This design comes from an exercise in tuning for small area and a short achievable clock period on the open sky130 flow, not from production work.
Where RTL was checked, it was by simulation tests only, not by an equivalence proof against the original.

==> inputs of trial 71 <==
## convolution
module convolution(
input        clk,
input [71:0] pixel_data_in,
input        pixel_data_valid_in,
output reg [7:0] convolved_data_out,
output reg   convolved_data_valid_out
);
==> module convolution, before the edit <==
module convolution(
input        clk,
input [71:0] pixel_data_in,
input        pixel_data_valid_in,
output reg [7:0] convolved_data_out,
output reg   convolved_data_valid_out
);
wire [7:0] p0 = pixel_data_in[7:0];
wire [7:0] p1 = pixel_data_in[15:8];
wire [7:0] p2 = pixel_data_in[23:16];
wire [7:0] p3 = pixel_data_in[31:24];
wire [7:0] p5 = pixel_data_in[47:40];
wire [7:0] p6 = pixel_data_in[55:48];
wire [7:0] p7 = pixel_data_in[63:56];
wire [7:0] p8 = pixel_data_in[71:64];
reg [8:0] a, b, c, d;
reg       valid1;
always @(posedge clk) begin
    a <= {1'b0, p0} - {1'b0, p8};
    b <= {1'b0, p6} - {1'b0, p2};
    c <= {1'b0, p3} - {1'b0, p5};
    d <= {1'b0, p1} - {1'b0, p7};
    valid1 <= pixel_data_valid_in;
end
wire [10:0] ae = {{2{a[8]}}, a};
wire [10:0] be = {{2{b[8]}}, b};
wire [10:0] ce = {{2{c[8]}}, c};
wire [10:0] de = {{2{d[8]}}, d};
reg [10:0] gx, gy;
reg        valid2;
always @(posedge clk) begin
    gx <= ae + be + {ce[9:0], 1'b0};
    gy <= ae - be + {de[9:0], 1'b0};
    valid2 <= valid1;
end
wire m64x = &gx[10:6] & ~|gx[5:0];
wire m64y = &gy[10:6] & ~|gy[5:0];
wire bigx = ~(&gx[10:6] | ~|gx[10:6]) | m64x;
wire bigy = ~(&gy[10:6] | ~|gy[10:6]) | m64y;
localparam [895:0] TX_TABLE = 896'h7efdfbf7ef9f3e7cf9f3e7af5ebd78f1e3c76edd3a74e5cb870ddbb66ad5a3466c98b060bd72d58ad5294e992a44480f9d3664b1420302800a308142c64d9d3e811244a993a954ad62d5cbd83062c99b468d5ab66eddc3872e5d3a74eddbc78f1e3d7af5ebe7cf9f3e7cf9fbf7efdfbf;
wire [6:0] tx = TX_TABLE[7*gx[6:0] +: 7];
wire [6:0] xy = gy[6:0] ^ {7{gy[10]}};
wire [7:0] cmp = {1'b0, xy} + {1'b0, ~tx} + {7'b0, gy[10]};
wire is_edge = bigx | bigy | cmp[7];
always @(posedge clk) begin
    convolved_data_out <= {8{is_edge}};
    convolved_data_valid_out <= valid2;
end
endmodule
clock: 5.5 ns
lec_check: 0
cap_margin: 20
core_margin: 2
core_utilization: 40
slew_margin: 20
standard.sh (not shown) runs the stock make flow with config.mk's settings and CLKGATE_MAP_FILE= SYNTH_SCRIPT=/design/flow/synth_recipe.tcl, a recipe that flattens the netlist after the stock synthesis.
==> flow/flow/run.sh <==
#!/bin/bash
# Own flow: the standard synthesis, then its combinational logic re-mapped by ABC for area
# (registers, their names and cell types kept as the standard synthesis made them), then the
# standard ORFS layout of that netlist with buf_1 port buffers.
set -euo pipefail
W=$PWD
R=orfs/results/sky130hd/convolution/base
YOSYS=$FLOW_HOME/../tools/install/yosys/bin/yosys
[ -x "$YOSYS" ] || YOSYS=yosys
LIB=$FLOW_HOME/platforms/sky130hd/lib/sky130_fd_sc_hd__tt_025C_1v80.lib

bash standard.sh synth > std_synth.log 2>&1
cp $R/1_2_yosys.v std_netlist.v
DU=$(grep -o -- "-dont_use [^ ]*" orfs/logs/sky130hd/convolution/base/1_2_yosys.log | sort -u | tr '\n' ' ')
mv orfs orfs_std

cat > resynth.ys <<EOT
read_liberty -ignore_miss_func $LIB
blackbox sky130_fd_sc_hd__df* sky130_fd_sc_hd__conb_*
read_verilog std_netlist.v
hierarchy -top $FLOW_TOP
flatten
opt_clean -purge
opt -fast
abc -script $W/flow/resynth.abc -liberty $LIB $DU
opt_clean -purge
hilomap -singleton -hicell sky130_fd_sc_hd__conb_1 HI -locell sky130_fd_sc_hd__conb_1 LO
splitnets
opt_clean -purge
stat -liberty $LIB
write_verilog -noattr -noexpr -nohex -nodec resynth.v
EOT
$YOSYS -s resynth.ys > resynth.log 2>&1

bash standard.sh SYNTH_NETLIST_FILES=$W/resynth.v \
  BUFFER_PORTS_ARGS="-buffer_cell sky130_fd_sc_hd__buf_1" finish > flow_layout.log 2>&1
==> flow/flow/resynth.abc <==
strash
ifraig
scorr
dc2
dch -f
map -a
topo
strash
dch -f
map -D 1000
topo
strash
dch -f
map -D 1000
topo
==> inputs of trial 8, as changes to trial 71 <==
==> flow/design.v (replaced) <==
module convolution(
input        clk,
input [71:0] pixel_data_in,
input        pixel_data_valid_in,
output reg [7:0] convolved_data_out,
output reg   convolved_data_valid_out
);
wire [7:0] p0 = pixel_data_in[7:0];
wire [7:0] p1 = pixel_data_in[15:8];
wire [7:0] p2 = pixel_data_in[23:16];
wire [7:0] p3 = pixel_data_in[31:24];
wire [7:0] p5 = pixel_data_in[47:40];
wire [7:0] p6 = pixel_data_in[55:48];
wire [7:0] p7 = pixel_data_in[63:56];
wire [7:0] p8 = pixel_data_in[71:64];
wire signed [10:0] a = $signed({3'b0, p0}) - $signed({3'b0, p8});
wire signed [10:0] b = $signed({3'b0, p6}) - $signed({3'b0, p2});
wire signed [10:0] c = $signed({3'b0, p3}) - $signed({3'b0, p5});
wire signed [10:0] d = $signed({3'b0, p1}) - $signed({3'b0, p7});
wire signed [10:0] gx = a + b + (c <<< 1);
wire signed [10:0] gy = a - b + (d <<< 1);
wire bigx = ~(&gx[10:6] | ~|gx[10:6]);
wire bigy = ~(&gy[10:6] | ~|gy[10:6]);
wire signed [6:0] sx = gx[6:0];
wire signed [6:0] sy = gy[6:0];
wire [12:0] qx = sx * sx;
wire [12:0] qy = sy * sy;
wire [13:0] q = qx + qy;
wire is_edge = bigx | bigy | (q > 14'd4000);
always @(posedge clk) begin
    convolved_data_out <= {8{is_edge}};
    convolved_data_valid_out <= pixel_data_valid_in;
end
endmodule
==> flow/run.sh (new file) <==
#!/bin/bash
# synth_recipe.tcl (not shown) runs the flow's synth.tcl, then flattens the netlist and writes it again
# the make line also repeats each setting of config.mk as NAME=value (left out here)
make -C /OpenROAD-flow-scripts/flow DESIGN_CONFIG=/design/flow/config.mk WORK_HOME=/design/flow/orfs CLKGATE_MAP_FILE= SYNTH_SCRIPT=/design/flow/synth_recipe.tcl finish
removed: flow/flow/run.sh
removed: flow/flow/resynth.abc
removed: flow/standard.sh
==> qor summary <==
Number of H-tree branching levels: trial 8 1; trial 71 3
Setup Slack @ Placement: trial 8 -4.045 ns; trial 71 2.668 ns
Worst Hold Class: trial 8 in2reg; trial 71 reg2reg
Highest fanout seen on the critical path: trial 8 5; trial 71 2
Die Outline Area: trial 8 16,300 um2; trial 71 11,300 um2
Number of gates on the worst path with buffers counted: trial 8 39; trial 71 13
Number of fillers in the final layout: trial 8 1,333; trial 71 1,060
Post-Synthesis Mean Instance Area: trial 8 8.040 um2; trial 71 6.459 um2
Final sum of negative setup slack: trial 8 -3.138 ns; trial 71 0 ns
Clk slew on worst S/H paths: trial 8 0.03 ns; trial 71 0.07 ns
Worst slew margin: trial 8 78.12%; trial 71 64.23%
Endpoints failing setup: trial 8 1; trial 71 0
Result of the run: trial 8 failed layout checks; trial 71 timing/DRC/antenna clean
Reasons for failing layout checks: trial 8 negative setup slack; trial 71 -
Met1 WL: trial 8 6292 um; trial 71 4003 um
Highest Clock Rate: trial 8 115.8 MHz; trial 71 409.4 MHz
Capturing instance or port of the critical path: trial 8 convolved_data_out[0]; trial 71 b[8]
Grt met1 use: trial 8 22.84%; trial 71 19.81%
Total number of clock tree sinks: trial 8 2; trial 71 61
Via/cell ratio: trial 8 4.628; trial 71 4.761
Slowest Stage Delay on Critical Path: trial 8 0.51 ns; trial 71 0.28 ns
Net count after synthesis: trial 8 1,030; trial 71 722
Only the layout flow was run in trial 8; the RTL was not checked for function there.

-- static timing again, ports no longer ideal --
No port has a modelled driver above. Below, the same layouts with a new extraction and two added sets of constraints. Step 1 assumes that a clkbuf_16 drives the clock port and a buf_2 every other input. Step 2 moves the port delays by t, midway between the first and last clock arrival at a register: inputs arrive t later, outputs are due t later. That takes back most of the time a late clock gives input paths. a / b / c = ideal ports / drivers / drivers and shift; a / b = the first two.
| run | t, ns | slack for setup (ns) | worst setup path at the end | pins driven straight from the clock port |
|---|---|---|---|---|
| trial 71 | 0.360 | 3.057 / 3.065 / 2.704 | input to register | 1 |
| trial 8 | 0.245 | -3.138 / -3.144 / -3.389 | input to register | 1 |
For trial 71, which loses most, drivers alone change the setup slack by +0.008 ns; drivers and shift together by -0.353 ns.
